Context: an optimization exercise on an open-source flow, tuned for small area. The choices shown serve that exercise and are no tape-out recipe.
Function was checked by simulation only, so behaviour that the tests miss may differ from the original.

==> flow/design.v, too long to show whole: its modules and the start of the top module <==
// module fir_filt: 137 lines
// module fir_mac: 803 lines
module fir_filt
#(
	parameter sig_width = 12,
	parameter reg_width = 32,
	parameter coef_width = 24,
	parameter coef_count = 8,
	localparam coef_id_w = $clog2(coef_count),
	parameter max_shift = 32,
	localparam max_shift_w = $clog2(max_shift)
)
(
	input rst,
	input flush,
	input clk,
	input [coef_id_w-1:0] addr,
	input [coef_width-1:0] coef,
	input coef_ready,
	output reg coef_done,
	output [coef_width-1:0] coef_r,
	input result_shift_ready,
	input [max_shift_w-1:0] result_shift_i,
	output reg result_shift_done,
	output reg [max_shift_w-1:0] result_shift,
	input conv_done,
	input [sig_width-1:0] adc_in_a,
	input [sig_width-1:0] adc_in_b,
	output [sig_width-1:0] filt_out_a,
	output [sig_width-1:0] filt_out_b,
	output reg filt_done
);
  // ...
==> flow/flow/run.sh <==
#!/bin/bash
# The standard synthesis, then polarity.py drops inverters from its netlist
# (full adders and gates with a complemented twin change polarity), then the
# standard layout of that netlist.
set -euo pipefail
R=orfs/results/${FLOW_PLATFORM}/fir_filt/base
LIB=${FLOW_HOME}/platforms/${FLOW_PLATFORM}/lib/sky130_fd_sc_hd__tt_025C_1v80.lib
bash standard.sh synth > synth.log 2>&1
cp $R/1_2_yosys.v $R/1_2_yosys.standard.v
python3 flow/polarity.py $LIB $R/1_2_yosys.standard.v $R/1_2_yosys.v > polarity.log 2>&1
rm -f $R/1_synth.odb $R/1_synth.sdc
bash standard.sh "BUFFER_PORTS_ARGS=-buffer_cell sky130_fd_sc_hd__buf_2" finish > layout.log 2>&1
==> flow/flow/polarity.py <==
#!/usr/bin/env python3
"""Re-chooses the output polarity of full adders and of gates that have a
complemented twin in the library, to drop inverters from a mapped netlist.

A full adder is self-dual: with all three inputs inverted, both outputs come
out inverted. A gate such as and2 has a twin, nand2, with the same inputs and
the complemented output. Every inverter of the netlist is taken out; each
signal is then driven in one polarity, and one inverter is put back for a
signal only where some load needs the other polarity. A local search picks
the polarities that minimise the area of the cells that change.

usage: polarity.py LIB IN.v OUT.v
"""
import re, sys, random, collections

LIB, SRC, DST = sys.argv[1:4]
P = "sky130_fd_sc_hd__"

# --- library: area, pins, and functions of one-output cells ---------------
lib = open(LIB).read()
cells = {}
for m in re.finditer(r'\n\s*cell\s*\(\s*"?(\w+)"?\s*\)\s*\{', lib):
    name = m.group(1)
    start = m.end()
    # find the end of this cell: next "cell (" at the same level
    nxt = re.search(r'\n\s*cell\s*\(', lib[start:])
    body = lib[start:start + nxt.start()] if nxt else lib[start:]
    area = float(re.search(r'area\s*:\s*([\d.]+)', body).group(1))
    pins = {}
    for pm in re.finditer(r'\n\s*pin\s*\(\s*"?(\w+)"?\s*\)\s*\{', body):
        pb = body[pm.end():pm.end() + 4000]
        d = re.search(r'direction\s*:\s*"?(\w+)"?', pb).group(1)
        f = re.search(r'function\s*:\s*"([^"]*)"', pb.split('\n\s*pin')[0]) if d == 'output' else None
        pins[pm.group(1)] = (d, f.group(1) if f else None)
    cells[name] = dict(area=area, pins=pins, ff=('ff (' in body or 'ff(' in body or 'latch' in body))

def truth(func, ins):
    expr = func.replace('!', ' not ').replace('&', ' and ').replace('|', ' or ').replace('+', ' or ')
    expr = re.sub(r'\b([A-Z]\w*)\b', lambda m: f'v["{m.group(1)}"]', expr)
    tt = 0
    for i in range(1 << len(ins)):
        v = {p: bool((i >> k) & 1) for k, p in enumerate(ins)}
        tt |= int(bool(eval(expr))) << i
    return tt

bad = re.compile(r'lpflow|probe|dly|clkdly|conb|tap|fill|decap|diode|sdf|dfx|dfr|dfs|dfb|edf|dl[xr]|ebuf|einv|mux2i|macro')
func1 = {}
for n, c in cells.items():
    if not n.startswith(P) or bad.search(n) or c['ff']:
        continue
    outs = [p for p, (d, f) in c['pins'].items() if d == 'output']
    ins = sorted(p for p, (d, f) in c['pins'].items() if d == 'input')
    if len(outs) != 1 or c['pins'][outs[0]][1] is None or len(ins) > 6:
        continue
    try:
        tt = truth(c['pins'][outs[0]][1], ins)
    except Exception:
        continue
    func1[n] = (tuple(ins), outs[0], tt)

twin = {}
for n, (ins, o, tt) in func1.items():
    comp = tt ^ ((1 << (1 << len(ins))) - 1)
    best = None
    for m, (ins2, o2, tt2) in func1.items():
        if ins2 == ins and tt2 == comp:
            if best is None or cells[m]['area'] < cells[best]['area']:
                best = m
    if best:
        twin[n] = (best, o, func1[best][1])

INV = P + "inv_1"
A_INV = cells[INV]['area']

# --- netlist ----------------------------------------------------------------
src = open(SRC).read()
mods = re.findall(r'\nmodule ', src)
assert len(mods) <= 1 and src.count('module ') == 1, "one module expected"
assert not re.search(r'^\s*assign\s', src, re.M), "assign statements not handled"
assert not re.search(r"\d'[bh]", src), "constants not handled"
head_end = re.search(r'\n\s*' + P + r'\w+\s+\S+\s*\(', src).start()
head = src[:head_end]
tail = '\nendmodule\n'
inst = []
for m in re.finditer(r'\n\s*(' + P + r'\w+)\s+(\S+)\s*\((.*?)\);', src[head_end:], re.S):
    t, name, body = m.groups()
    pins = {}
    for pm in re.finditer(r'\.(\w+)\(\s*([^()]*?)\s*\)', body):
        pins[pm.group(1)] = pm.group(2)
    inst.append([t, name, pins])

ports_out = set()
ports_in = set()
for m in re.finditer(r'^\s*(input|output)\s*(\[(\d+):(\d+)\])?\s*(\w+);', head, re.M):
    d, _, hi, lo, nm = m.groups()
    names = [nm] if hi is None else [f"{nm}[{i}]" for i in range(int(lo), int(hi) + 1)]
    (ports_out if d == 'output' else ports_in).update(names)

def outpins(t):
    return [p for p, (d, f) in cells[t]['pins'].items() if d == 'output']

driver = {}
loads = collections.defaultdict(list)
for i, (t, name, pins) in enumerate(inst):
    ops = outpins(t)
    for p, n in pins.items():
        if n == '':
            continue
        if p in ops:
            driver[n] = (i, p)
        else:
            loads[n].append((i, p))

is_inv = lambda t: re.fullmatch(P + r'(inv|clkinv)_\d+', t) is not None
is_fa = lambda t: re.fullmatch(P + r'fa_\d+', t) is not None

# base signal of each net through inverters
base = {}
def get_base(n):
    if n in base:
        return base[n]
    d = driver.get(n)
    if d is not None and is_inv(inst[d[0]][0]) and n not in ports_out:
        b, k = get_base(inst[d[0]][2]['A'])
        r = (b, k ^ 1)
    else:
        r = (n, 0)
    base[n] = r
    return r

nets = set(driver) | set(loads)
for n in nets:
    get_base(n)

# variables: FA cells (flip all) and twin cells (flip output)
var = {}
for i, (t, name, pins) in enumerate(inst):
    if is_fa(t) or (t in twin and not is_inv(t)):
        var[i] = 0
# a driver whose signal reaches an output port keeps its polarity
fixed = set()
for n in ports_out:
    b, k = base.get(n, (n, 0))
    d = driver.get(b)
    if d is not None and d[0] in var:
        fixed.add(d[0])

# loads of each base signal: (cell index, pin, parity); cell -1 = output port
bl = collections.defaultdict(list)
for n in nets:
    b, k = base[n]
    for (i, p) in loads[n]:
        if is_inv(inst[i][0]) and inst[i][2]['Y'] not in ports_out:
            continue
        bl[b].append((i, p, k))
    if n in ports_out:
        bl[b].append((-1, n, k))

def produced(b):
    d = driver.get(b)
    if d is None:
        return 0
    return var.get(d[0], 0)

def need(i, k):
    return k ^ (var.get(i, 0) if i >= 0 and is_fa(inst[i][0]) else 0)

def cost_b(b):
    q = produced(b)
    return A_INV if any(need(i, k) != q for (i, p, k) in bl[b]) else 0.0

def cell_cost(i):
    t = inst[i][0]
    if var.get(i) and t in twin:
        return cells[twin[t][0]]['area'] - cells[t]['area']
    return 0.0

# bases touched by a variable
touch = collections.defaultdict(set)
for i in var:
    t, name, pins = inst[i]
    for p, n in pins.items():
        if n == '' or n not in base:
            continue
        b = base[n][0]
        if p in outpins(t):
            touch[i].add(b)
        elif is_fa(t):
            touch[i].add(b)

def total():
    return sum(cost_b(b) for b in bl) + sum(cell_cost(i) for i in var)

before = total() + 0.0
orig_inv = sum(A_INV if is_inv(t) else 0 for t, _, _ in inst)
random.seed(1)
order = [i for i in var if i not in fixed]
def delta_flip(i):
    old = sum(cost_b(b) for b in touch[i]) + cell_cost(i)
    var[i] ^= 1
    new = sum(cost_b(b) for b in touch[i]) + cell_cost(i)
    return new - old
# simulated annealing over single flips, then greedy descent
import math
cur = total()
best = cur
best_var = dict(var)
steps = 400 * len(order)
for s_ in range(steps):
    T = 4.0 * (0.002 ** (s_ / steps))
    i = random.choice(order)
    d = delta_flip(i)
    if d <= 0 or random.random() < math.exp(-d / T):
        cur += d
        if cur < best - 1e-9:
            best = cur
            best_var = dict(var)
    else:
        var[i] ^= 1
var.update(best_var)
for it in range(30):
    random.shuffle(order)
    changed = 0
    for i in order:
        d = delta_flip(i)
        if d < -1e-9:
            changed += 1
        else:
            var[i] ^= 1
    if not changed:
        break
after = total()

# --- rebuild ----------------------------------------------------------------
newinst = []
extra_wires = []
cnt = [0]
inv_net = {}
def inverted(b):
    if b not in inv_net:
        cnt[0] += 1
        w = f"_pol{cnt[0]}_"
        extra_wires.append(w)
        src_net = b
        newinst.append([INV, f"_polinv{cnt[0]}_", {"A": src_net, "Y": w}])
        inv_net[b] = w
    return inv_net[b]

# net names: a base's driver keeps the base's net name, carrying its produced
# polarity; the other polarity is an inverter's output.
out_port_driver = {}
for i, (t, name, pins) in enumerate(inst):
    if is_inv(t) and pins['Y'] not in ports_out:
        continue
    t2 = t
    np = {}
    flip_out = var.get(i, 0) and t in twin
    if flip_out:
        t2, oldo, newo = twin[t]
    for p, n in pins.items():
        if n == '' or n not in base:
            np[p] = n
            continue
        if p in outpins(t):
            np[newo if flip_out and p == oldo else p] = n
            continue
        b, k = base[n]
        want = need(i, k)
        np[p] = b if want == produced(b) else inverted(b)
    newinst.append([t2, name, np])

# output ports: the port net must carry the true value
for n in ports_out:
    b, k = base.get(n, (n, 0))
    if b == n:
        continue
    q = produced(b)
    srcn = b if k == q else inverted(b)
    # drive the port from srcn with an inverter pair would add cells; instead
    # re-point: the port net name is driven by an inverter of the other polarity
    if k != q:
        raise SystemExit("port polarity case not handled")
    cnt[0] += 1
    newinst.append([P + "buf_1", f"_polbuf{cnt[0]}_", {"A": b, "X": n}])

def fmt(n):
    return n + ' ' if n.startswith('\\') else n
out = [head]
for w in extra_wires:
    out.append(f"  wire {w};\n")
for t, name, pins in newinst:
    ps = ",\n".join(f"    .{p}({fmt(n)})" for p, n in pins.items())
    out.append(f"  {t} {fmt(name)} (\n{ps}\n  );\n")
out.append("endmodule\n")
open(DST, 'w').write("".join(out))
nfa = sum(1 for i in var if is_fa(inst[i][0]) and var[i])
ntw = sum(1 for i in var if not is_fa(inst[i][0]) and var[i])
print(f"inverters before {orig_inv/A_INV:.0f}, after {len(inv_net)}; flipped {nfa} adders, {ntw} gates; "
      f"area change {after - before - orig_inv + 0.0:+.1f} (model {before:.1f} -> {after:.1f})")
==> flow/standard.sh <==
#!/bin/bash
# synth_recipe.tcl (not shown) runs the flow's synth.tcl, then flattens the netlist and writes it again
# the make line also repeats each setting of config.mk as NAME=value (left out here)
make -C /OpenROAD-flow-scripts/flow DESIGN_CONFIG=/design/flow/config.mk WORK_HOME=/design/flow/orfs CLKGATE_MAP_FILE= SYNTH_SCRIPT=/design/flow/synth_recipe.tcl "${@:-finish}"
==> flow/config.mk <==
export PLATFORM = sky130hd
export DESIGN_NAME = fir_filt
export DESIGN_NICKNAME = fir_filt
export VERILOG_FILES = /design/flow/design.v
export SDC_FILE = /design/flow/constraint.sdc
export NUM_CORES = 4
export LEC_CHECK = 0
export CAP_MARGIN = 20
export CORE_MARGIN = 2
export CORE_UTILIZATION = 55
export SLEW_MARGIN = 20
==> flow/constraint.sdc <==
create_clock -name core_clock -period 10.0 [get_ports {clk}]
set_input_delay 2.0000 -clock core_clock [delete_from_list [all_inputs] [get_ports {clk}]]
set_output_delay 2.0000 -clock core_clock [all_outputs]
set_load 0.01 [all_outputs]
==> run summary, run 1 <==
status=no timing/DRC/antenna violations; Reg-to-Reg End=acc_b[29]; CTS sink cnt=488; setup slack, reg-to-reg=~3600 ps; multi-input combinational area share=between 50 and 60%; minimum clock period=slightly below 10000 ps; Mean Syn Cell Area=10.45 µm²; Tcrit/Tclk final=98.08%; R2R depth=20; CP startpoint=csel[1]; worst-path cell chain=buf_4, a22oi_1, and4_4, buf_12, nor2_1, fa_1, fa_1, fa_1, fa_1, fa_1, ha_2, and4_2, nand2_1, a211o_1, inv_2, o21ai_2, a311o_1, a21oi_4, xor2_1, mux2i_1, a2111oi_2, a311o_1, buf_2; met2 routed WL=54750 µm; GR Util met1=between 40 and 50%; Top class by area=multi-input combinational cells; cell family with most CP delay=adder cells; H-tree levels=2; clock buffers=66; Layout Skew=30.77 ps; post-placement cell count=around 4500; post-DP HPWL=slightly above 90000 µm; HP Start=ring_a[3][8]; CTS buffer count=50; Max-slew headroom=between 20% and 30%; Starting Density=55.84%; register area=11750 µm²; number of global-route vias before repair=30507; gp weighted congestion=0.9568; post-layout instance area=between 40000 and 50000 µm²; CP max stage cell=fa_1; share of cells above drive strength 1=16.02%; global route hottest layer=met2; WP buf/inv=4; post-CTS resize count=12
==> module fir_filt, before the edit <==
module fir_filt
#(
	parameter sig_width = 12,
	parameter reg_width = 32,
	parameter coef_width = 24,
	parameter coef_count = 8,
	localparam coef_id_w = $clog2(coef_count),
	parameter max_shift = 32,
	localparam max_shift_w = $clog2(max_shift)
)
(
	input rst,
	input flush,
	input clk,
	input [coef_id_w-1:0] addr,
	input [coef_width-1:0] coef,
	input coef_ready,
	output reg coef_done,
	output [coef_width-1:0] coef_r,
	input result_shift_ready,
	input [max_shift_w-1:0] result_shift_i,
	output reg result_shift_done,
	output reg [max_shift_w-1:0] result_shift,
	input conv_done,
	input [sig_width-1:0] adc_in_a,
	input [sig_width-1:0] adc_in_b,
	output [sig_width-1:0] filt_out_a,
	output [sig_width-1:0] filt_out_b,
	output reg filt_done
);
	integer i;
	reg cc_r;
	always @(posedge clk) cc_r <= conv_done;
	wire take = conv_done & ~cc_r & ~flush & ~rst;	 
	wire clr = rst | flush;
	reg [coef_width-1:0] coeffs [0:coef_count-1];
	wire [coef_width-1:0] wdata = rst ? 0 : coef;
	always @(posedge clk) begin
		for (i = 0; i < coef_count; i = i + 1)
			if (rst | (coef_ready & (addr == i)))
				coeffs[i] <= (i == 0) ? {wdata[coef_width-1:1], wdata[0] | rst} : wdata;
		coef_done <= ~rst & coef_ready;
	end
	reg [coef_count-1:0] addr_oh;
	always @(posedge clk)
		for (i = 0; i < coef_count; i = i + 1)
			addr_oh[i] <= (addr == i);
	reg [coef_width-1:0] coef_rd;
	always @(*) begin
		coef_rd = 0;
		for (i = 0; i < coef_count; i = i + 1)
			coef_rd = coef_rd | ({coef_width{addr_oh[i]}} & coeffs[i]);
	end
	assign coef_r = coef_rd;
	always @(posedge clk) begin
		if (rst | result_shift_ready)
			result_shift <= rst ? 0 : result_shift_i;
		result_shift_done <= ~rst & result_shift_ready;
	end
	reg [2:0] cnt, ha;
	reg [3:0] nv;
	reg live;		 
	wire idle = (cnt == 7);
	reg [2:0] cnt_n, ha_n;
	reg [3:0] nv_n;
	always @(*) begin
		cnt_n = rst ? 3'd7 : (take | ~idle) ? cnt + 3'd1 : cnt;
		ha_n = rst ? 3'd0 : (ha == 6) ? (take ? 3'd1 : 3'd0) : (ha == 5 && take) ? 3'd0 : ha + 3'd1 + take;
		nv_n = clr ? 4'd0 : (take && nv != 8) ? nv + 4'd1 : nv;
	end
	always @(posedge clk) begin
		cnt <= cnt_n;
		ha <= ha_n;
		nv <= nv_n;
		live <= ~clr & (take | live);
		filt_done <= ~clr & live & (cnt == 5);
	end
	reg [2:0] hs_n, hage_n, cidx_n;
	reg [3:0] nvs_n;
	reg idle_nn, last_nn;
	always @(*) begin
		idle_nn = (cnt_n == 7);
		last_nn = (cnt_n == 6);
		hs_n = idle_nn ? ((ha_n == 6) ? 3'd0 : ha_n + 3'd1) : ha_n;
		hage_n = (hs_n == 0 && !last_nn) ? 3'd7 : hs_n;
		nvs_n = idle_nn ? ((nv_n == 8) ? 4'd8 : nv_n + 4'd1) : nv_n;
		cidx_n = last_nn ? 3'd0 : hage_n;
	end
	reg first, last, head_ok, hs0;
	reg [coef_count-1:0] csel;	 
	always @(posedge clk) begin
		first <= idle_nn;
		last <= last_nn;
		head_ok <= {1'b0, hage_n} < nvs_n;
		hs0 <= (hs_n == 0);
		for (i = 0; i < coef_count; i = i + 1)
			csel[i] <= (cidx_n == i);
	end
	wire ins = hs0 & (take | ~(first | last));	 
	reg [sig_width-1:0] ring_a [0:6];
	reg [sig_width-1:0] ring_b [0:6];
	reg [sig_width-1:0] stg_a, stg_b;
	wire [sig_width-1:0] head_a = head_ok ? ring_a[6] : 0;
	wire [sig_width-1:0] head_b = head_ok ? ring_b[6] : 0;
	always @(posedge clk) begin
		if (take) begin
			stg_a <= adc_in_a;
			stg_b <= adc_in_b;
		end
		for (i = 1; i < 7; i = i + 1) begin
			ring_a[i] <= ring_a[i-1];
			ring_b[i] <= ring_b[i-1];
		end
		ring_a[0] <= ins ? (take ? adc_in_a : stg_a) : head_a;
		ring_b[0] <= ins ? (take ? adc_in_b : stg_b) : head_b;
	end
	reg [coef_width-1:0] cm;
	always @(*) begin
		cm = 0;
		for (i = 0; i < coef_count; i = i + 1)
			cm = cm | ({coef_width{csel[i]}} & coeffs[i]);
	end
	wire [sig_width-1:0] xa = last ? stg_a : head_a;
	wire [sig_width-1:0] xb = last ? stg_b : head_b;
	reg [reg_width-1:0] acc_a, acc_b;
	wire [reg_width-1:0] sum_a, sum_b;
	fir_mac mac_a (.x(xa), .c(cm), .a(first ? {reg_width{1'b0}} : acc_a), .y(sum_a));
	fir_mac mac_b (.x(xb), .c(cm), .a(first ? {reg_width{1'b0}} : acc_b), .y(sum_b));
	always @(posedge clk) begin
		acc_a <= sum_a;
		acc_b <= sum_b;
	end
	wire [reg_width-1:0] sh_a = sum_a >> result_shift;
	wire [reg_width-1:0] sh_b = sum_b >> result_shift;
	assign filt_out_a = sh_a[sig_width-1:0];
	assign filt_out_b = sh_b[sig_width-1:0];
endmodule
==> run 2, diff against run 1 <==
--- a/flow/design.v
+++ b/flow/design.v
@@ -125,20 +125,26 @@
 	reg [reg_width-1:0] acc_a, acc_b;
 	wire [reg_width-1:0] sum_a, sum_b;
 	fir_mac mac_a (.x(xa), .c(cm), .a(first ? {reg_width{1'b0}} : acc_a), .y(sum_a));
 	fir_mac mac_b (.x(xb), .c(cm), .a(first ? {reg_width{1'b0}} : acc_b), .y(sum_b));
 	always @(posedge clk) begin
 		acc_a <= sum_a;
 		acc_b <= sum_b;
 	end
-	wire [reg_width-1:0] sh_a = sum_a >> result_shift;
-	wire [reg_width-1:0] sh_b = sum_b >> result_shift;
-	assign filt_out_a = sh_a[sig_width-1:0];
-	assign filt_out_b = sh_b[sig_width-1:0];
+	wire [26:0] a4 = result_shift[4] ? {11'd0, sum_a[31:16]} : sum_a[26:0];
+	wire [18:0] a3 = result_shift[3] ? a4[26:8] : a4[18:0];
+	wire [14:0] a2 = result_shift[2] ? a3[18:4] : a3[14:0];
+	wire [12:0] a1 = result_shift[1] ? a2[14:2] : a2[12:0];
+	assign filt_out_a = result_shift[0] ? a1[12:1] : a1[11:0];
+	wire [26:0] b4 = result_shift[4] ? {11'd0, sum_b[31:16]} : sum_b[26:0];
+	wire [18:0] b3 = result_shift[3] ? b4[26:8] : b4[18:0];
+	wire [14:0] b2 = result_shift[2] ? b3[18:4] : b3[14:0];
+	wire [12:0] b1 = result_shift[1] ? b2[14:2] : b2[12:0];
+	assign filt_out_b = result_shift[0] ? b1[12:1] : b1[11:0];
 endmodule
 module fir_mac (input [11:0] x, input [23:0] c, input [31:0] a, output [31:0] y);
 	wire pp0_0 = x[0] & c[0];
 	wire pp0_1 = x[0] & c[1];
 	wire pp0_2 = x[0] & c[2];
 	wire pp0_3 = x[0] & c[3];
 	wire pp0_4 = x[0] & c[4];
 	wire pp0_5 = x[0] & c[5];
@@ -931,10 +937,203 @@
 	wire t511 = t385 ^ t448 ^ t449;
 	wire t512 = (t385 & t448) | (t385 & t449) | (t448 & t449);
 	wire t513 = t389 ^ t450 ^ t451;
 	wire t514 = (t389 & t450) | (t389 & t451) | (t450 & t451);
 	wire t515 = t393 ^ t452 ^ t453;
 	wire t516 = (t393 & t452) | (t393 & t453) | (t452 & t453);
 	wire [31:0] r0 = {t514, t512, t510, t508, t506, t504, t502, t500, t498, t496, t494, t492, t490, t488, t486, t484, t482, t480, t478, t476, t474, t472, t470, t468, t466, t464, t462, t460, t458, t456, a[1], pp0_0};
 	wire [31:0] r1 = {t515, t513, t511, t509, t507, t505, t503, t501, t499, t497, t495, t493, t491, t489, t487, t485, t483, t481, t479, t477, t475, t473, t471, t469, t467, t465, t463, t461, t459, t457, t455, a[0]};
-	assign y = r0 + r1;
+	wire [31:0] g0 = r0 & r1;
+	wire [31:0] p0 = r0 ^ r1;
+	wire G1 = g0[1] | (p0[1] & g0[0]);
+	wire P1 = p0[1] & p0[0];
+	wire G2 = g0[3] | (p0[3] & g0[2]);
+	wire P2 = p0[3] & p0[2];
+	wire G3 = g0[5] | (p0[5] & g0[4]);
+	wire P3 = p0[5] & p0[4];
+	wire G4 = g0[7] | (p0[7] & g0[6]);
+	wire P4 = p0[7] & p0[6];
+	wire G5 = g0[9] | (p0[9] & g0[8]);
+	wire P5 = p0[9] & p0[8];
+	wire G6 = g0[11] | (p0[11] & g0[10]);
+	wire P6 = p0[11] & p0[10];
+	wire G7 = g0[13] | (p0[13] & g0[12]);
+	wire P7 = p0[13] & p0[12];
+	wire G8 = g0[15] | (p0[15] & g0[14]);
+	wire P8 = p0[15] & p0[14];
+	wire G9 = g0[17] | (p0[17] & g0[16]);
+	wire P9 = p0[17] & p0[16];
+	wire G10 = g0[19] | (p0[19] & g0[18]);
+	wire P10 = p0[19] & p0[18];
+	wire G11 = g0[21] | (p0[21] & g0[20]);
+	wire P11 = p0[21] & p0[20];
+	wire G12 = g0[23] | (p0[23] & g0[22]);
+	wire P12 = p0[23] & p0[22];
+	wire G13 = g0[25] | (p0[25] & g0[24]);
+	wire P13 = p0[25] & p0[24];
+	wire G14 = g0[27] | (p0[27] & g0[26]);
+	wire P14 = p0[27] & p0[26];
+	wire G15 = g0[29] | (p0[29] & g0[28]);
+	wire P15 = p0[29] & p0[28];
+	wire G16 = g0[31] | (p0[31] & g0[30]);
+	wire P16 = p0[31] & p0[30];
+	wire G17 = g0[2] | (p0[2] & G1);
+	wire P17 = p0[2] & P1;
+	wire G18 = G2 | (P2 & G1);
+	wire P18 = P2 & P1;
+	wire G19 = g0[6] | (p0[6] & G3);
+	wire P19 = p0[6] & P3;
+	wire G20 = G4 | (P4 & G3);
+	wire P20 = P4 & P3;
+	wire G21 = g0[10] | (p0[10] & G5);
+	wire P21 = p0[10] & P5;
+	wire G22 = G6 | (P6 & G5);
+	wire P22 = P6 & P5;
+	wire G23 = g0[14] | (p0[14] & G7);
+	wire P23 = p0[14] & P7;
+	wire G24 = G8 | (P8 & G7);
+	wire P24 = P8 & P7;
+	wire G25 = g0[18] | (p0[18] & G9);
+	wire P25 = p0[18] & P9;
+	wire G26 = G10 | (P10 & G9);
+	wire P26 = P10 & P9;
+	wire G27 = g0[22] | (p0[22] & G11);
+	wire P27 = p0[22] & P11;
+	wire G28 = G12 | (P12 & G11);
+	wire P28 = P12 & P11;
+	wire G29 = g0[26] | (p0[26] & G13);
+	wire P29 = p0[26] & P13;
+	wire G30 = G14 | (P14 & G13);
+	wire P30 = P14 & P13;
+	wire G31 = g0[30] | (p0[30] & G15);
+	wire P31 = p0[30] & P15;
+	wire G32 = G16 | (P16 & G15);
+	wire P32 = P16 & P15;
+	wire G33 = g0[4] | (p0[4] & G18);
+	wire P33 = p0[4] & P18;
+	wire G34 = G3 | (P3 & G18);
+	wire P34 = P3 & P18;
+	wire G35 = G19 | (P19 & G18);
+	wire P35 = P19 & P18;
+	wire G36 = G20 | (P20 & G18);
+	wire P36 = P20 & P18;
+	wire G37 = g0[12] | (p0[12] & G22);
+	wire P37 = p0[12] & P22;
+	wire G38 = G7 | (P7 & G22);
+	wire P38 = P7 & P22;
+	wire G39 = G23 | (P23 & G22);
+	wire P39 = P23 & P22;
+	wire G40 = G24 | (P24 & G22);
+	wire P40 = P24 & P22;
+	wire G41 = g0[20] | (p0[20] & G26);
+	wire P41 = p0[20] & P26;
+	wire G42 = G11 | (P11 & G26);
+	wire P42 = P11 & P26;
+	wire G43 = G27 | (P27 & G26);
+	wire P43 = P27 & P26;
+	wire G44 = G28 | (P28 & G26);
+	wire P44 = P28 & P26;
+	wire G45 = g0[28] | (p0[28] & G30);
+	wire P45 = p0[28] & P30;
+	wire G46 = G15 | (P15 & G30);
+	wire P46 = P15 & P30;
+	wire G47 = G31 | (P31 & G30);
+	wire P47 = P31 & P30;
+	wire G48 = G32 | (P32 & G30);
+	wire P48 = P32 & P30;
+	wire G49 = g0[8] | (p0[8] & G36);
+	wire P49 = p0[8] & P36;
+	wire G50 = G5 | (P5 & G36);
+	wire P50 = P5 & P36;
+	wire G51 = G21 | (P21 & G36);
+	wire P51 = P21 & P36;
+	wire G52 = G22 | (P22 & G36);
+	wire P52 = P22 & P36;
+	wire G53 = G37 | (P37 & G36);
+	wire P53 = P37 & P36;
+	wire G54 = G38 | (P38 & G36);
+	wire P54 = P38 & P36;
+	wire G55 = G39 | (P39 & G36);
+	wire P55 = P39 & P36;
+	wire G56 = G40 | (P40 & G36);
+	wire P56 = P40 & P36;
+	wire G57 = g0[24] | (p0[24] & G44);
+	wire P57 = p0[24] & P44;
+	wire G58 = G13 | (P13 & G44);
+	wire P58 = P13 & P44;
+	wire G59 = G29 | (P29 & G44);
+	wire P59 = P29 & P44;
+	wire G60 = G30 | (P30 & G44);
+	wire P60 = P30 & P44;
+	wire G61 = G45 | (P45 & G44);
+	wire P61 = P45 & P44;
+	wire G62 = G46 | (P46 & G44);
+	wire P62 = P46 & P44;
+	wire G63 = G47 | (P47 & G44);
+	wire P63 = P47 & P44;
+	wire G64 = G48 | (P48 & G44);
+	wire P64 = P48 & P44;
+	wire G65 = g0[16] | (p0[16] & G56);
+	wire P65 = p0[16] & P56;
+	wire G66 = G9 | (P9 & G56);
+	wire P66 = P9 & P56;
+	wire G67 = G25 | (P25 & G56);
+	wire P67 = P25 & P56;
+	wire G68 = G26 | (P26 & G56);
+	wire P68 = P26 & P56;
+	wire G69 = G41 | (P41 & G56);
+	wire P69 = P41 & P56;
+	wire G70 = G42 | (P42 & G56);
+	wire P70 = P42 & P56;
+	wire G71 = G43 | (P43 & G56);
+	wire P71 = P43 & P56;
+	wire G72 = G44 | (P44 & G56);
+	wire P72 = P44 & P56;
+	wire G73 = G57 | (P57 & G56);
+	wire P73 = P57 & P56;
+	wire G74 = G58 | (P58 & G56);
+	wire P74 = P58 & P56;
+	wire G75 = G59 | (P59 & G56);
+	wire P75 = P59 & P56;
+	wire G76 = G60 | (P60 & G56);
+	wire P76 = P60 & P56;
+	wire G77 = G61 | (P61 & G56);
+	wire P77 = P61 & P56;
+	wire G78 = G62 | (P62 & G56);
+	wire P78 = P62 & P56;
+	wire G79 = G63 | (P63 & G56);
+	wire P79 = P63 & P56;
+	wire G80 = G64 | (P64 & G56);
+	wire P80 = P64 & P56;
+	assign y[0] = p0[0];
+	assign y[1] = p0[1] ^ g0[0];
+	assign y[2] = p0[2] ^ G1;
+	assign y[3] = p0[3] ^ G17;
+	assign y[4] = p0[4] ^ G18;
+	assign y[5] = p0[5] ^ G33;
+	assign y[6] = p0[6] ^ G34;
+	assign y[7] = p0[7] ^ G35;
+	assign y[8] = p0[8] ^ G36;
+	assign y[9] = p0[9] ^ G49;
+	assign y[10] = p0[10] ^ G50;
+	assign y[11] = p0[11] ^ G51;
+	assign y[12] = p0[12] ^ G52;
+	assign y[13] = p0[13] ^ G53;
+	assign y[14] = p0[14] ^ G54;
+	assign y[15] = p0[15] ^ G55;
+	assign y[16] = p0[16] ^ G56;
+	assign y[17] = p0[17] ^ G65;
+	assign y[18] = p0[18] ^ G66;
+	assign y[19] = p0[19] ^ G67;
+	assign y[20] = p0[20] ^ G68;
+	assign y[21] = p0[21] ^ G69;
+	assign y[22] = p0[22] ^ G70;
+	assign y[23] = p0[23] ^ G71;
+	assign y[24] = p0[24] ^ G72;
+	assign y[25] = p0[25] ^ G73;
+	assign y[26] = p0[26] ^ G74;
+	assign y[27] = p0[27] ^ G75;
+	assign y[28] = p0[28] ^ G76;
+	assign y[29] = p0[29] ^ G77;
+	assign y[30] = p0[30] ^ G78;
+	assign y[31] = p0[31] ^ G79;
 endmodule
==> flow/config.mk (replaced) <==
export PLATFORM = sky130hd
export DESIGN_NAME = fir_filt
export DESIGN_NICKNAME = fir_filt
export VERILOG_FILES = /design/flow/design.v
export SDC_FILE = /design/flow/constraint.sdc
export NUM_CORES = 4
export LEC_CHECK = 0
export CAP_MARGIN = 5
export CORE_MARGIN = 2
export CORE_UTILIZATION = 55
export SLEW_MARGIN = 5
==> run 2 against run 1 <==
  * Non-clock buffer count is 9 lower
  * Synthesized area is 3.8% lower
  * Largest cell class unchanged
==> run summary, run 2 <==
minimum clock period=9784 ps (was 9808 ps); Layout Skew=36.23 ps (was 30.77 ps); CP endpoint kind=output port (unchanged); Mean Syn Cell Area=10.79 µm² (was 10.45 µm²); Final Hold Vio Count=0 (unchanged); # setup viols final=0 (unchanged); CTS root buf=clkbuf_16 (unchanged); cell family with most CP delay=adder cells (unchanged); RSZ-0062 raised after global routing=yes (unchanged); vias per cell=6.244 (was 6.421); Core Box Area=62740 µm² (was 64700 µm²); Largest register FFs=192 (unchanged); crit path DAT=7780 ps (was 7810 ps); total gr overflow=0 (unchanged); Synth Warn #=4 (unchanged); drt wl/cell=27.16 µm (was 27.25 µm); Die Wd=255.4 µm (was 260.3 µm); number of global-route vias before repair=28181 (was 30507); Max-Cap Viols=0 (unchanged); worst hold margin=304.8 ps (was 317.5 ps); commonest non-fill, non-tap cell in the layout=fa_1 (was nor2_1); Setup CP Type=reg2out (unchanged); Total GRT Usage=36.17% (was 37.16%); CP Data Required Time=8000 ps (about the same); status=no timing/DRC/antenna violations (unchanged); Slew Viols, Final=0 (unchanged); Final WS setup=216.4 ps (was 192.1 ps); worst-margin pin slew=967.7 ps (was 1117 ps); final cell count without fillers=4349 (was 4564); CTS tree=yes (unchanged); drt first-iter violations=2920 (was 3346); Synth Net Count=3872 (was 4101); met3 WL=12200 µm (was 13360 µm); DP Worst Slack=311.1 ps (was 299.7 ps); Starting Density=55.41% (was 55.84%); Via Count=27156 (was 29306); first-pass GRT wire length=176100 µm (was 187600 µm); Antenna Cells=0 (was 1); Tcrit/Tclk final=97.84% (was 98.08%); most frequent cells in the layout=fa_1 (494), nor2_1 (429), nand2_1 (300) (was nor2_1 (523), fa_1 (483), dfxtp_1 (287)); Top reg by flops=coeffs (unchanged); CTS sink cnt=488 (unchanged); clock-pin slew on the worst setup and hold paths=70 ps (was 60 ps); Worst path depth=24 (was 23); Max-slew headroom=35.42% (was 25.51%); I/O pins=118 (unchanged); Skew-Pair Late Insertion Delay=630 ps (was 620 ps); WP buf/inv=5 (was 4); final wirelength=118100 µm (was 124400 µm); post-placement cell count=4241 (was 4454); DR pass1 iterations=6 (unchanged); worst-path cell chain=buf_4, buf_4, a22oi_1, and4_4, nor2_1, fa_1, fa_1, fa_1, fa_1, fa_1, ha_1, a21o_1, a21o_1, a221o_1, buf_4, and2_1, a211o_1, inv_1, a21oi_1, and2_1, or4_1, o21a_1, a22oi_1, buf_2 (was buf_4, a22oi_1, and4_4, buf_12, nor2_1, fa_1, fa_1, fa_1, fa_1, fa_1, ha_2, and4_2, nand2_1, a211o_1, inv_2, o21ai_2, a311o_1, a21oi_4, xor2_1, mux2i_1, a2111oi_2, a311o_1, buf_2); Top Layer Used=met5 (was met4); Layout Nets=4113 (was 4317); Max Fclk=0.1022 GHz (was 0.1020 GHz); Die Y=255.4 µm (was 260.3 µm); gp weighted congestion=0.9613 (was 0.9568); Syn-to-layout area delta=14.54% (was 13.37%); hold crit path type=reg2reg (unchanged); maximum fanout along the worst path=13 (was 16); H-tree levels=2 (unchanged); most used cell, CP=fa_1 (unchanged); R2R depth=17 (was 20); final core utilization=63.46% (was 63.30%); residual antenna-violating net count after detailed routing=0 (unchanged); CTS buffer count=50 (unchanged); met1 WL=46500 µm (was 49020 µm); met2 routed WL=52010 µm (was 54750 µm); input/output buffers=117 (unchanged); Mapped Cells=3221 (was 3456); share of cells above drive strength 1=15.90% (was 16.02%); initial antenna violation count=2 (was 1); drt drc=0 (unchanged); CP startpoint kind=flop (unchanged); CP peak stage delay=520 ps (was 550 ps); Top Registers=coeffs: 192 flops, ring_a: 84 flops, ring_b: 84 flops (unchanged); die area=65230 µm² (was 67750 µm²); final setup TNS=0 ps (unchanged); netlist area before placement=34760 µm² (was 36130 µm²); post-DP HPWL=87270 µm (was 92650 µm); hold path depth=0 (unchanged); Core Rows=92 (was 93); CTS Hold Buffers Added=0 (unchanged); CP max stage cell=fa_1 (unchanged); CTS Buffer Depth=3 (unchanged); largest net degree at the start of global routing=65 (was 62)
==> run 2: routing by layer <==
metal	vias to the layer above	global-route usage [%]
met5	-	0
met4	2	18.12
met3	381	6.984
met2	1678	55.73
met1	13566	49.24
li1	11529	-
==> run 2: area by class of cell <==
class	instances	area [µm²]
clock buffer	68	1420
sequential	488	11750
tap	846	1059
inverter	120	450.4
clock inverter	25	235.2
fill	5059	22920
timing repair buffer	366	2766
multi-input combinational	2436	22140
==> run 2: stage by stage <==
stage               instance area [µm²]
detailed placement                37790
global placement                  37790
floorplan                         34760
global route                      39810
CTS                               39500
finish                            39810
==> run 2: repair_timing <==
item                                    in CTS  in global routing
gates cloned                                 0                  1
pin swaps                                    2                 17
endpoints found under the setup margin      24                 24
resized for setup                           17                 57
buffers inserted                             3                 11
==> run 2: worst register-to-register path, delay by kind of cell (launching register included) <==
family          cells  cell delay [ps]
fa+ha+maj           6             2810
simple gates        4             1330
compound gates      5             1280
buf+inv             2              410
flops               1              380
==> run 2: worst paths after layout <==
kind	to	start	slack (ps)
max	filt_out_b[7]	csel[3]	220
min	ring_a[1][2]	ring_a[0][2]	300
max reg2reg	acc_b[28]	csel[3]	3630
min reg2reg	ring_a[1][2]	ring_a[0][2]	300
==> run 3, diff against run 2 <==
--- a/flow/config.mk
+++ b/flow/config.mk
@@ -6,6 +6,6 @@
 export NUM_CORES = 4
 export LEC_CHECK = 0
-export CAP_MARGIN = 5
+export CAP_MARGIN = 20
 export CORE_MARGIN = 2
 export CORE_UTILIZATION = 55
-export SLEW_MARGIN = 5
+export SLEW_MARGIN = 20
==> run 3 against run 2 <==
  * Sequential share of layout area did not move
  * Non-clock buffer count did not move
  * Core utilization did not move
  * Die area did not move
  * Global-route usage did not move
  * Synthesized cell count did not move
  * Flip-flop and latch count did not move
  * Highest routed layer unchanged
  * First-iteration DRC count did not move
  * Clock-buffer cell count did not move
==> run summary, run 3 <==
Skew-Pair Late Insertion Delay=630 ps (about the same); largest net degree at the start of global routing=65 (unchanged); Layout Nets=4113 (unchanged); gp weighted congestion=0.9613 (unchanged); number of global-route vias before repair=28181 (unchanged); CTS sink cnt=488 (unchanged); minimum clock period=9784 ps (unchanged); drt first-iter violations=2920 (unchanged); Syn-to-layout area delta=14.54% (unchanged); die area=65230 µm² (unchanged); CP endpoint kind=output port (unchanged); clock-pin slew on the worst setup and hold paths=70 ps (about the same); Largest register FFs=192 (unchanged); CTS root buf=clkbuf_16 (unchanged); Slew Viols, Final=0 (unchanged); Top reg by flops=coeffs (unchanged); crit path DAT=7780 ps (about the same); I/O pins=118 (unchanged); Starting Density=55.41% (unchanged); first-pass GRT wire length=176100 µm (unchanged); vias per cell=6.244 (unchanged); Die Wd=255.4 µm (unchanged); worst hold margin=304.8 ps (unchanged); Max-Cap Viols=0 (unchanged); CTS buffer count=50 (unchanged); netlist area before placement=34760 µm² (unchanged); # setup viols final=0 (unchanged); Synth Warn #=4 (unchanged); fill cell count=5059 (unchanged); CP Data Required Time=8000 ps (about the same); drt drc=0 (unchanged); initial antenna violation count=2 (unchanged); commonest non-fill, non-tap cell in the layout=fa_1 (unchanged); Layout Skew=36.23 ps (unchanged); total gr overflow=0 (unchanged); Core Box Area=62740 µm² (unchanged); RSZ-0062 raised after global routing=yes (unchanged); Max Fclk=0.1022 GHz (unchanged); CTS tree=yes (unchanged); status=no timing/DRC/antenna violations (unchanged); Mean Syn Cell Area=10.79 µm² (unchanged); Via Count=27156 (unchanged); worst-margin pin slew=967.7 ps (unchanged); H-tree levels=2 (unchanged); final setup TNS=0 ps (unchanged); CTS Buffer Depth=3 (unchanged); Mapped Cells=3221 (unchanged); hold crit path type=reg2reg (unchanged); Antenna Cells=0 (unchanged); Tcrit/Tclk final=97.84% (unchanged); most frequent cells in the layout=fa_1 (494), nor2_1 (429), nand2_1 (300) (unchanged); drt wl/cell=27.16 µm (unchanged); Core Rows=92 (unchanged); share of cells above drive strength 1=15.90% (unchanged); post-DP HPWL=87270 µm (unchanged); Final Hold Vio Count=0 (unchanged); Die Y=255.4 µm (unchanged); residual antenna-violating net count after detailed routing=0 (unchanged); input/output buffers=117 (unchanged); Top Registers=coeffs: 192 flops, ring_a: 84 flops, ring_b: 84 flops (unchanged); Synth Net Count=3872 (unchanged); Setup CP Type=reg2out (unchanged); final wirelength=118100 µm (unchanged); DR pass1 iterations=6 (unchanged); CP startpoint kind=flop (unchanged); Total GRT Usage=36.17% (unchanged); maximum fanout along the worst path=13 (unchanged); setup slack, reg-to-reg=3630 ps (about the same); Max-slew headroom=35.42% (unchanged)
==> run 3: through the flow <==
stage                     cell area, µm²  setup slack [ps]  std cells  util (%)
final                              39810             216.4       4349     63.46
after global routing               39810            -14.76       4349     63.46
after CTS                          39500             1.712       4337     62.96
after detailed placement           37790             311.1       4241     60.24
after global placement             37790             404.6       4241     60.24
after floorplan                    34760             280.1       3221         -
==> run 3: area by class of cell <==
type / instances / area [µm²] / share of cell area (%)
Inverter: 120 / 450.4 / 1.131
Timing Repair Buffer: 366 / 2766 / 6.949
Sequential cell: 488 / 11750 / 29.50
Multi-Input combinational cell: 2436 / 22140 / 55.60
Clock buffer: 68 / 1420 / 3.567
Clock inverter: 25 / 235.2 / 0.5908
Tap cell: 846 / 1059 / 2.659
==> run 3: repair_timing <==
item	CTS	global route
gates cloned	0	1
pin swaps	2	17
resized for setup	17	57
endpoints found under the setup margin	24	24
hold buffers	0	0
setup buffers	3	11
==> run 3: final timing paths <==
check	to	startpoint	depth (start not counted)
max	filt_out_b[7]	csel[3]	24
min	ring_a[1][2]	ring_a[0][2]	0
max reg2reg	acc_b[28]	csel[3]	17
min reg2reg	ring_a[1][2]	ring_a[0][2]	0
==> run 3: critical path, cell delays in order (launching register included) <==
cell and delay, ps:
dfxtp_2 380, buf_4 220, buf_4 180, a22oi_1 210, and4_4 440, nor2_1 110, fa_1 510, fa_1 460
fa_1 490, fa_1 520, fa_1 490, ha_1 340, a21o_1 190, a21o_1 250, a221o_1 380, buf_4 160
and2_1 170, a211o_1 280, inv_1 100, a21oi_1 110, and2_1 190, or4_1 500, o21a_1 140, a22oi_1 170
buf_2 160
==> run 3: layer usage <==
layer | part of all wire [%] | track usage [%] | vias up
met5 | 0.011 | 0 | -
met4 | 6.3 | 18.12 | 2
met3 | 10 | 6.984 | 381
met2 | 44 | 55.73 | 1678
met1 | 39 | 49.24 | 13566
li1 | - | - | 11529
==> run 4, diff against run 3 <==
--- a/flow/config.mk
+++ b/flow/config.mk
@@ -6,6 +6,9 @@
 export NUM_CORES = 4
 export LEC_CHECK = 0
+export ABC_AREA = 1
 export CAP_MARGIN = 20
 export CORE_MARGIN = 2
 export CORE_UTILIZATION = 55
+export CTS_CLUSTER_DIAMETER = 80
+export CTS_CLUSTER_SIZE = 20
 export SLEW_MARGIN = 20
==> run 4 against run 3 <==
  * Critical path type unchanged
  * Clock-buffer cell count fell by 28
  * Critical endpoint is now filt_out_a[7]
  * First-iteration DRC count fell by 14%
  * Still clean
  * Worst hold slack improved by 18 ps
  * Wire length fell by 6.3%
  * Cell count rose by 6.8%
==> run summary, run 4 <==
CP startpoint kind=flop (unchanged); Synth Net Count=4282 (was 3872); I/O pins=118 (unchanged); Antenna Cells=0 (unchanged); Starting Density=55.73% (was 55.41%); Layout Skew=41.66 ps (was 36.23 ps); Setup CP Type=reg2out (unchanged); hold crit path type=reg2reg (unchanged); Die Y=254.1 µm (was 255.4 µm); post-DP HPWL=82230 µm (was 87270 µm); maximum fanout along the worst path=24 (was 13); drt first-iter violations=2501 (was 2920); Max-Cap Viols=0 (unchanged); CP endpoint kind=output port (unchanged); residual antenna-violating net count after detailed routing=0 (unchanged); CP peak stage delay=480 ps (was 520 ps); Max-slew headroom=31.22% (was 35.42%); crit path DAT=7640 ps (was 7780 ps); Core Rows=91 (was 92); number of global-route vias before repair=27927 (was 28181); largest net degree at the start of global routing=49 (was 65); CTS tree=yes (unchanged); Skew-Pair Late Insertion Delay=610 ps (was 630 ps); cell area after placement=36440 µm² (was 37790 µm²); Final WS setup=364.8 ps (was 216.4 ps); clock-pin slew on the worst setup and hold paths=90 ps (was 70 ps); CTS Hold Buffers Added=0 (unchanged); most used cell, CP=nand2_1 (was fa_1); commonest non-fill, non-tap cell in the layout=nand2_1 (was fa_1); Final Hold Vio Count=0 (unchanged); Slew Viols, Final=0 (unchanged); share of cells above drive strength 1=9.771% (was 15.90%); total gr overflow=0 (unchanged); Via Count=27003 (was 27156); die area=64540 µm² (was 65230 µm²); Layout Nets=4442 (was 4113); post-layout instance area=37830 µm² (was 39810 µm²); gp weighted congestion=0.9536 (was 0.9613); Tcrit/Tclk final=96.35% (was 97.84%); status=no timing/DRC/antenna violations (unchanged); Largest register FFs=192 (unchanged); Top Registers=coeffs: 192 flops, ring_a: 84 flops, ring_b: 84 flops (unchanged); post-placement cell count=4564 (was 4241); RSZ-0062 raised after global routing=no (was yes); input/output buffers=117 (unchanged); Mapped Cells=3631 (was 3221); CP max stage cell=fa_1 (unchanged); Mean Syn Cell Area=9.471 µm² (was 10.79 µm²); H-tree levels=2 (unchanged); final cell count without fillers=4644 (was 4349); drt drc=0 (unchanged); Max Fclk=0.1038 GHz (was 0.1022 GHz); Total GRT Usage=35.06% (was 36.17%); Synth Warn #=4 (unchanged); cell family with most CP delay=adder cells (unchanged); Syn-to-layout area delta=9.991% (was 14.54%); minimum clock period=9635 ps (was 9784 ps); CTS buffer count=34 (was 50); CTS root buf=clkbuf_16 (unchanged); Core Box Area=61710 µm² (was 62740 µm²); netlist area before placement=34390 µm² (was 34760 µm²); initial antenna violation count=1 (was 2); worst-margin pin slew=1031 ps (was 967.7 ps); first-pass GRT wire length=166700 µm (was 176100 µm); CTS sink cnt=488 (unchanged); most frequent cells in the layout=nand2_1 (777), fa_1 (494), nor2_1 (476) (was fa_1 (494), nor2_1 (429), nand2_1 (300)); final setup TNS=0 ps (unchanged); CP Data Required Time=8000 ps (about the same); Top reg by flops=coeffs (unchanged); final wirelength=110700 µm (was 118100 µm); DP Worst Slack=684.4 ps (was 311.1 ps); # setup viols final=0 (unchanged); CTS Buffer Depth=3 (unchanged); WP buf/inv=5 (unchanged); drt wl/cell=23.83 µm (was 27.16 µm); DR pass1 iterations=6 (unchanged); Die Wd=254.1 µm (was 255.4 µm); vias per cell=5.815 (was 6.244)
## run 4: path summary, 6_finish.rpt
path                        end  slack (ps)    startpoint  depth (start not counted)
setup / recovery  filt_out_a[7]         360       csel[6]                         30
hold / removal     ring_a[4][7]         320  ring_a[3][7]                          0
setup reg to reg      acc_a[18]        3680       csel[6]                         21
hold reg to reg    ring_a[4][7]         320  ring_a[3][7]                          0
## run 4: metrics by stage
step           utilization [%]  hold WS, ps
3_3_place_gp             59.05        309.6
2_1_floorplan                -        309.6
5_1_grt                  61.30        333.6
3_5_place_dp             59.05        312.1
6_report                 61.30        323.2
4_1_cts                  60.78        327.9
## run 4: worst reg2reg max path, cell delays in order (launching register included)
cell	delay, ps
dfxtp_1	320
buf_4	370
a22o_1	230
a221oi_1	50
nand2_1	250
clkinvlp_4	380
buf_4	310
nor2_1	130
fa_1	450
fa_1	490
fa_1	410
fa_1	530
fa_1	460
ha_1	360
a21oi_1	270
o21ai_0	110
a21oi_1	150
nand2_2	100
buf_4	200
nand2_1	70
nand2_1	50
xor2_1	460
## run 4: cell type report
class,count,area (µm²)
fill,5260,23890
multi-input combinational,2661,20880
sequential,488,11740
timing repair buffer,271,1782
inverter,334,1299
tap,837,1047
clock buffer,40,873.3
clock inverter,12,196.4
timing repair inverter,1,7.507
## run 4: timing repair
action | CTS | global route
gates resized for setup | 0 | 30
setup buffers | 0 | 26
endpoints found under the setup margin | 0 | 24
## run 4: per-layer routing
metal | wire length, µm | track usage, % | part of all wire (%) | vias to the layer above
met4 | 5456 | 15.36 | 4.9 | 2
met2 | 51410 | 56.42 | 46 | 1358
met3 | 9830 | 6.904 | 8.9 | 305
li1 | - | - | - | 11910
met5 | 13 | 0 | 0.012 | -
met1 | 43940 | 46.38 | 40 | 13428
==> run 5, diff against run 4 <==
--- a/flow/config.mk
+++ b/flow/config.mk
@@ -10,5 +10,3 @@
 export CORE_MARGIN = 2
 export CORE_UTILIZATION = 55
-export CTS_CLUSTER_DIAMETER = 80
-export CTS_CLUSTER_SIZE = 20
 export SLEW_MARGIN = 20
==> run 5 against run 4 <==
  * Flip-flop and latch count unchanged
  * Non-clock buffer count increased by 8
  * Cell area increased by 2.1%
==> run summary, run 5 <==
CP endpoint kind=output port (unchanged); minimum clock period=9643 ps (was 9635 ps); maximum fanout along the worst path=8 (was 24); Slew Viols, Final=0 (unchanged); Max Fclk=0.1037 GHz (was 0.1038 GHz); Top Layer Used=met5 (unchanged); first-pass GRT wire length=168000 µm (was 166700 µm); final cell count without fillers=4694 (was 4644); hold crit path type=reg2reg (unchanged); Mean Syn Cell Area=9.471 µm² (unchanged); CTS Buffer Depth=3 (unchanged); Largest register FFs=192 (unchanged); met2 routed WL=51970 µm (was 51410 µm); Die Wd=254.1 µm (unchanged); Tcrit/Tclk final=96.43% (was 96.35%); share of cells above drive strength 1=10.97% (was 9.771%); CP Data Required Time=8000 ps (about the same); Die Y=254.1 µm (unchanged); crit path DAT=7640 ps (about the same); worst hold margin=318.1 ps (was 323.2 ps); met3 WL=10590 µm (was 9830 µm); CP startpoint kind=flop (unchanged); drt wl/cell=23.77 µm (was 23.83 µm); gp weighted congestion=0.9536 (unchanged); met1 WL=43470 µm (was 43940 µm); DR pass1 iterations=6 (unchanged); worst-margin pin slew=1077 ps (was 1031 ps); CP peak stage delay=570 ps (was 480 ps); Starting Density=55.73% (unchanged); drt drc=0 (unchanged); Core Box Area=61710 µm² (unchanged); input/output buffers=117 (unchanged); number of global-route vias before repair=28164 (was 27927); post-layout instance area=38610 µm² (was 37830 µm²); residual antenna-violating net count after detailed routing=0 (unchanged); CP max stage cell=fa_1 (unchanged); final core utilization=62.56% (was 61.30%); initial antenna violation count=1 (unchanged); die area=64540 µm² (unchanged); reg-to-reg startpoint=last (was csel[6]); post-DP HPWL=82230 µm (unchanged); CTS buffer count=51 (was 34); CP startpoint=csel[2] (was csel[6]); CTS sink cnt=488 (unchanged); I/O pins=118 (unchanged); status=no timing/DRC/antenna violations (unchanged); Max-slew headroom=28.12% (was 31.22%); drt first-iter violations=2478 (was 2501); most frequent cells in the layout=nand2_1 (776), fa_1 (494), nor2_1 (476) (was nand2_1 (777), fa_1 (494), nor2_1 (476)); Core Rows=91 (unchanged); Via Count=27174 (was 27003); Synth Net Count=4282 (unchanged); total gr overflow=0 (unchanged); cell area after placement=36440 µm² (unchanged); Max-Cap Viols=0 (unchanged); Mapped Cells=3631 (unchanged); Layout Nets=4467 (was 4442); CTS root buf=clkbuf_16 (unchanged); clock-pin slew on the worst setup and hold paths=60 ps (was 90 ps); Skew-Pair Late Insertion Delay=620 ps (was 610 ps); H-tree levels=2 (unchanged); # setup viols final=0 (unchanged); vias per cell=5.789 (was 5.815); HP Start=ring_a[5][1] (was ring_a[3][7]); Top reg by flops=coeffs (unchanged); final wirelength=111600 µm (was 110700 µm); Syn-to-layout area delta=12.26% (was 9.991%); CTS tree=yes (unchanged); Layout Skew=23.79 ps (was 41.66 ps); netlist area before placement=34390 µm² (unchanged); Setup CP Type=reg2out (unchanged); final setup TNS=0 ps (unchanged); commonest non-fill, non-tap cell in the layout=nand2_1 (unchanged); Top Registers=coeffs: 192 flops, ring_a: 84 flops, ring_b: 84 flops (unchanged); post-placement cell count=4564 (unchanged); largest net degree at the start of global routing=49 (unchanged); Antenna Cells=0 (unchanged); Total GRT Usage=35.35% (was 35.06%); Final Hold Vio Count=0 (unchanged); Synth Warn #=4 (unchanged)
-- run 5: critical path: cells and delay by family (launching register included) --
kind | cells | cell delay (ps)
and+or+nand+nor | 15 | 2010
adders and majority gates | 6 | 2690
AOI/OAI and AO/OA | 4 | 840
buffers and inverters | 5 | 1040
DFF | 1 | 430
-- run 5: area by class of cell --
cell class / instances / area (µm²)
Clock buffer: 71 / 1524
Clock inverter: 23 / 237.7
Fill cell: 5190 / 23100
Inverter: 334 / 1306
Multi-Input combinational cell: 2661 / 20890
Sequential cell: 488 / 11740
Tap cell: 837 / 1047
Timing Repair Buffer: 279 / 1854
Timing Repair inverter: 1 / 7.507
-- run 5: final timing paths --
| check | to | slack (ps) | depth (start not counted) |
|---|---|---|---|
| worst max register to register | acc_b[17] | 3720 | 23 |
| worst min-delay path | ring_a[6][1] | 320 | 0 |
| worst max-delay path | filt_out_a[7] | 360 | 30 |
| worst min register to register | ring_a[6][1] | 320 | 0 |
-- run 5: through the flow --
step,worst slack (ps)
finish,356.6
global route,-7.337
CTS,78.83
detailed placement,684.4
global placement,838.6
floorplan,1567
-- run 5: timing repair --
item / 4_1_cts / 5_1_grt
hold buffers: 0 / 0
gates resized for setup: 0 / 34
buffers inserted: 0 / 34
endpoints found under the setup margin: 0 / 24
-- run 5: per-layer routing --
metal / track usage [%] / up-vias
met5: 0 / -
met4: 16.29 / 2
met3: 7.057 / 303
met2: 56.61 / 1389
met1: 46.61 / 13494
li1: - / 11986
==> run 6, diff against run 5 <==
--- a/flow/config.mk
+++ b/flow/config.mk
@@ -10,3 +10,5 @@
 export CORE_MARGIN = 2
 export CORE_UTILIZATION = 55
+export CTS_CLUSTER_DIAMETER = 100
+export CTS_CLUSTER_SIZE = 30
 export SLEW_MARGIN = 20
==> run 6 against run 5 <==
  * Synthesized area unchanged
  * Highest routed layer is now met4
  * Critical path depth is the same
  * Largest cell class unchanged
==> run summary, run 6 <==
Reg-to-Reg End=acc_a[18] (was acc_b[17]); first-pass GRT wire length=166400 µm (was 168000 µm); Mean Syn Cell Area=9.471 µm² (unchanged); Total GRT Usage=34.94% (was 35.35%); Layout Nets=4429 (was 4467); commonest non-fill, non-tap cell in the layout=nand2_1 (unchanged); hold crit path type=reg2reg (unchanged); hold path depth=0 (unchanged); worst hold margin=324.0 ps (was 318.1 ps); DR pass1 iterations=6 (unchanged); maximum fanout along the worst path=15 (was 8); Tcrit/Tclk final=96.07% (was 96.43%); hold worst-path end=ring_b[3][1] (was ring_a[6][1]); Synth Net Count=4282 (unchanged); cell family with most CP delay=adder cells (unchanged); worst-margin pin slew=1040 ps (was 1077 ps); reg-to-reg startpoint=csel[3] (was last); CP endpoint kind=output port (unchanged); number of global-route vias before repair=27818 (was 28164); gp weighted congestion=0.9536 (unchanged); Mapped Cells=3631 (unchanged); crit path DAT=7610 ps (was 7640 ps); Skew-Pair Late Insertion Delay=620 ps (about the same); Core Box Area=61710 µm² (unchanged); Via Count=26920 (was 27174); H-tree levels=1 (was 2); most frequent cells in the layout=nand2_1 (778), fa_1 (494), nor2_1 (476) (was nand2_1 (776), fa_1 (494), nor2_1 (476)); CP max stage cell=fa_1 (unchanged); CP peak stage delay=570 ps (about the same); netlist area before placement=34390 µm² (unchanged); I/O pins=118 (unchanged); Top Registers=coeffs: 192 flops, ring_a: 84 flops, ring_b: 84 flops (unchanged); vias per cell=5.814 (was 5.789); clock-pin slew on the worst setup and hold paths=110 ps (was 60 ps); Starting Density=55.73% (unchanged); total gr overflow=0 (unchanged); residual antenna-violating net count after detailed routing=0 (unchanged); Max-Cap Viols=0 (unchanged); WP buf/inv=5 (unchanged); post-DP HPWL=82230 µm (unchanged); CTS tree=yes (unchanged); Largest register FFs=192 (unchanged); Final Hold Vio Count=0 (unchanged); Syn-to-layout area delta=9.230% (was 12.26%); CTS root buf=clkbuf_16 (unchanged); share of cells above drive strength 1=9.415% (was 10.97%); minimum clock period=9607 ps (was 9643 ps); Setup CP Type=reg2out (unchanged); most used cell, CP=nand2_1; largest net degree at the start of global routing=49 (unchanged); drt drc=0 (unchanged); drt first-iter violations=2581 (was 2478); Die Wd=254.1 µm (unchanged); CTS Hold Buffers Added=0 (unchanged); HP Start=ring_b[2][1] (was ring_a[5][1]); Slew Viols, Final=0 (unchanged); R2R depth=21 (was 23); Layout Skew=29.82 ps (was 23.79 ps); CTS Buffer Depth=3 (unchanged); CP startpoint kind=flop (unchanged); Max Fclk=0.1041 GHz (was 0.1037 GHz); drt wl/cell=23.80 µm (was 23.77 µm); final wirelength=110200 µm (was 111600 µm); cell area after placement=36440 µm² (unchanged); Top reg by flops=coeffs (unchanged); CP Data Required Time=8000 ps (about the same); status=no timing/DRC/antenna violations (unchanged); Die Y=254.1 µm (unchanged); Synth Warn #=4 (unchanged); post-layout instance area=37560 µm² (was 38610 µm²); CTS sink cnt=488 (unchanged); final setup TNS=0 ps (unchanged); initial antenna violation count=2 (was 1); RSZ-0062 raised after global routing=yes; Worst path depth=30 (unchanged); CTS buffer count=24 (was 51); die area=64540 µm² (unchanged); # setup viols final=0 (unchanged); Max-slew headroom=30.61% (was 28.12%); input/output buffers=117 (unchanged); setup slack, reg-to-reg=3690 ps (was 3720 ps); Core Rows=91 (unchanged)
-- run 6: worst register-to-register path, cell delays in order (launching register included) --
cell	delay, ps
dfxtp_2	410
buf_4	230
a22o_1	190
a221oi_1	200
nand2_1	320
inv_2	240
buf_4	250
nor2_1	100
fa_1	590
fa_1	440
fa_1	410
fa_1	530
fa_1	460
ha_1	360
a21oi_1	260
o21ai_0	110
a21oi_1	160
nand2_2	100
buf_4	200
nand2_1	70
nand2_1	50
xor2_1	460
-- run 6: worst max-delay path by stage --
stage / start / to / slack, ps
2_1_floorplan: last / filt_out_b[0] / 1570
3_3_place_gp: csel[3] / filt_out_b[6] / 840
3_5_place_dp: csel[7] / filt_out_b[7] / 680
4_1_cts: csel[3] / filt_out_b[7] / 60
5_1_grt: last / filt_out_b[8] / -50
6_report: csel[4] / filt_out_a[7] / 390
-- run 6: layer usage --
layer	share of wire [%]	wire length, µm	vias up	global-route usage, %
li1	-	-	11880	-
met1	40	43800	13414	46.62
met2	46	51050	1345	56.05
met3	9.0	9899	281	6.361
met4	5.0	5461	0	15.56
met5	0	0	-	0
-- run 6: area by class of cell --
type,count,area (µm²)
clock buffers,31,648.1
repair buffers,269,1767
flip-flops and latches,488,11750
clock inverters,9,173.9
well taps,837,1047
fillers,5284,24150
diodes,1,2.502
inverters,334,1295
multi-input cells,2661,20890
-- run 6: per-stage QoR --
stage | setup WS (ps) | util (%) | instances
2_1_floorplan | 1567 | - | 3631
3_3_place_gp | 838.6 | 59.05 | 4564
3_5_place_dp | 684.4 | 59.05 | 4564
4_1_cts | 61.38 | 60.38 | 4604
5_1_grt | -45.15 | 60.87 | 4629
6_report | 392.8 | 60.87 | 4630
-- run 6: what timing repair did --
action,in CTS,in global routing
gates resized for setup,0,31
setup endpoints to repair,0,24
setup buffers,0,24

## re-timing with driven ports
The flow's constraints put no driver on any port. The routed layouts listed below were extracted and timed again, unchanged, in two steps. Step 1: set_driving_cell puts a clkbuf_16 on clk and a buf_2 on each other input, an assumption about the parent block. Step 2 times the ports against the registers' clock, not the clock port: input delays grow and output delays shrink by t, the midpoint of the rising clock arrivals with the driver on. a / b / c = ideal / step 1 / step 2; a / b = the first two.
run | t (ns) | setup slack, ns | clock arrival spread, ns | slew at the worst register clock pin (ns) | worst data-port slew with drivers (ns)
run 1 | 0.669 | 0.192 / 0.125 / 0.794 | 0.031 / 0.031 | 0.07 / 0.07 | 0.06
run 2 | 0.680 | 0.216 / 0.150 / 0.831 | 0.037 / 0.037 | 0.07 / 0.07 | 0.05
run 3 | 0.680 | 0.216 / 0.150 / 0.831 | 0.037 / 0.037 | 0.07 / 0.07 | 0.05
run 4 | 0.650 | 0.365 / 0.302 / 0.952 | 0.042 / 0.042 | 0.09 / 0.09 | 0.04
run 5 | 0.673 | 0.357 / 0.291 / 0.964 | 0.024 / 0.024 | 0.07 / 0.07 | 0.04
run 6 | 0.666 | 0.393 / 0.328 / 0.994 | 0.031 / 0.032 | 0.11 / 0.11 | 0.04
After both steps setup and hold are still met in every run listed.
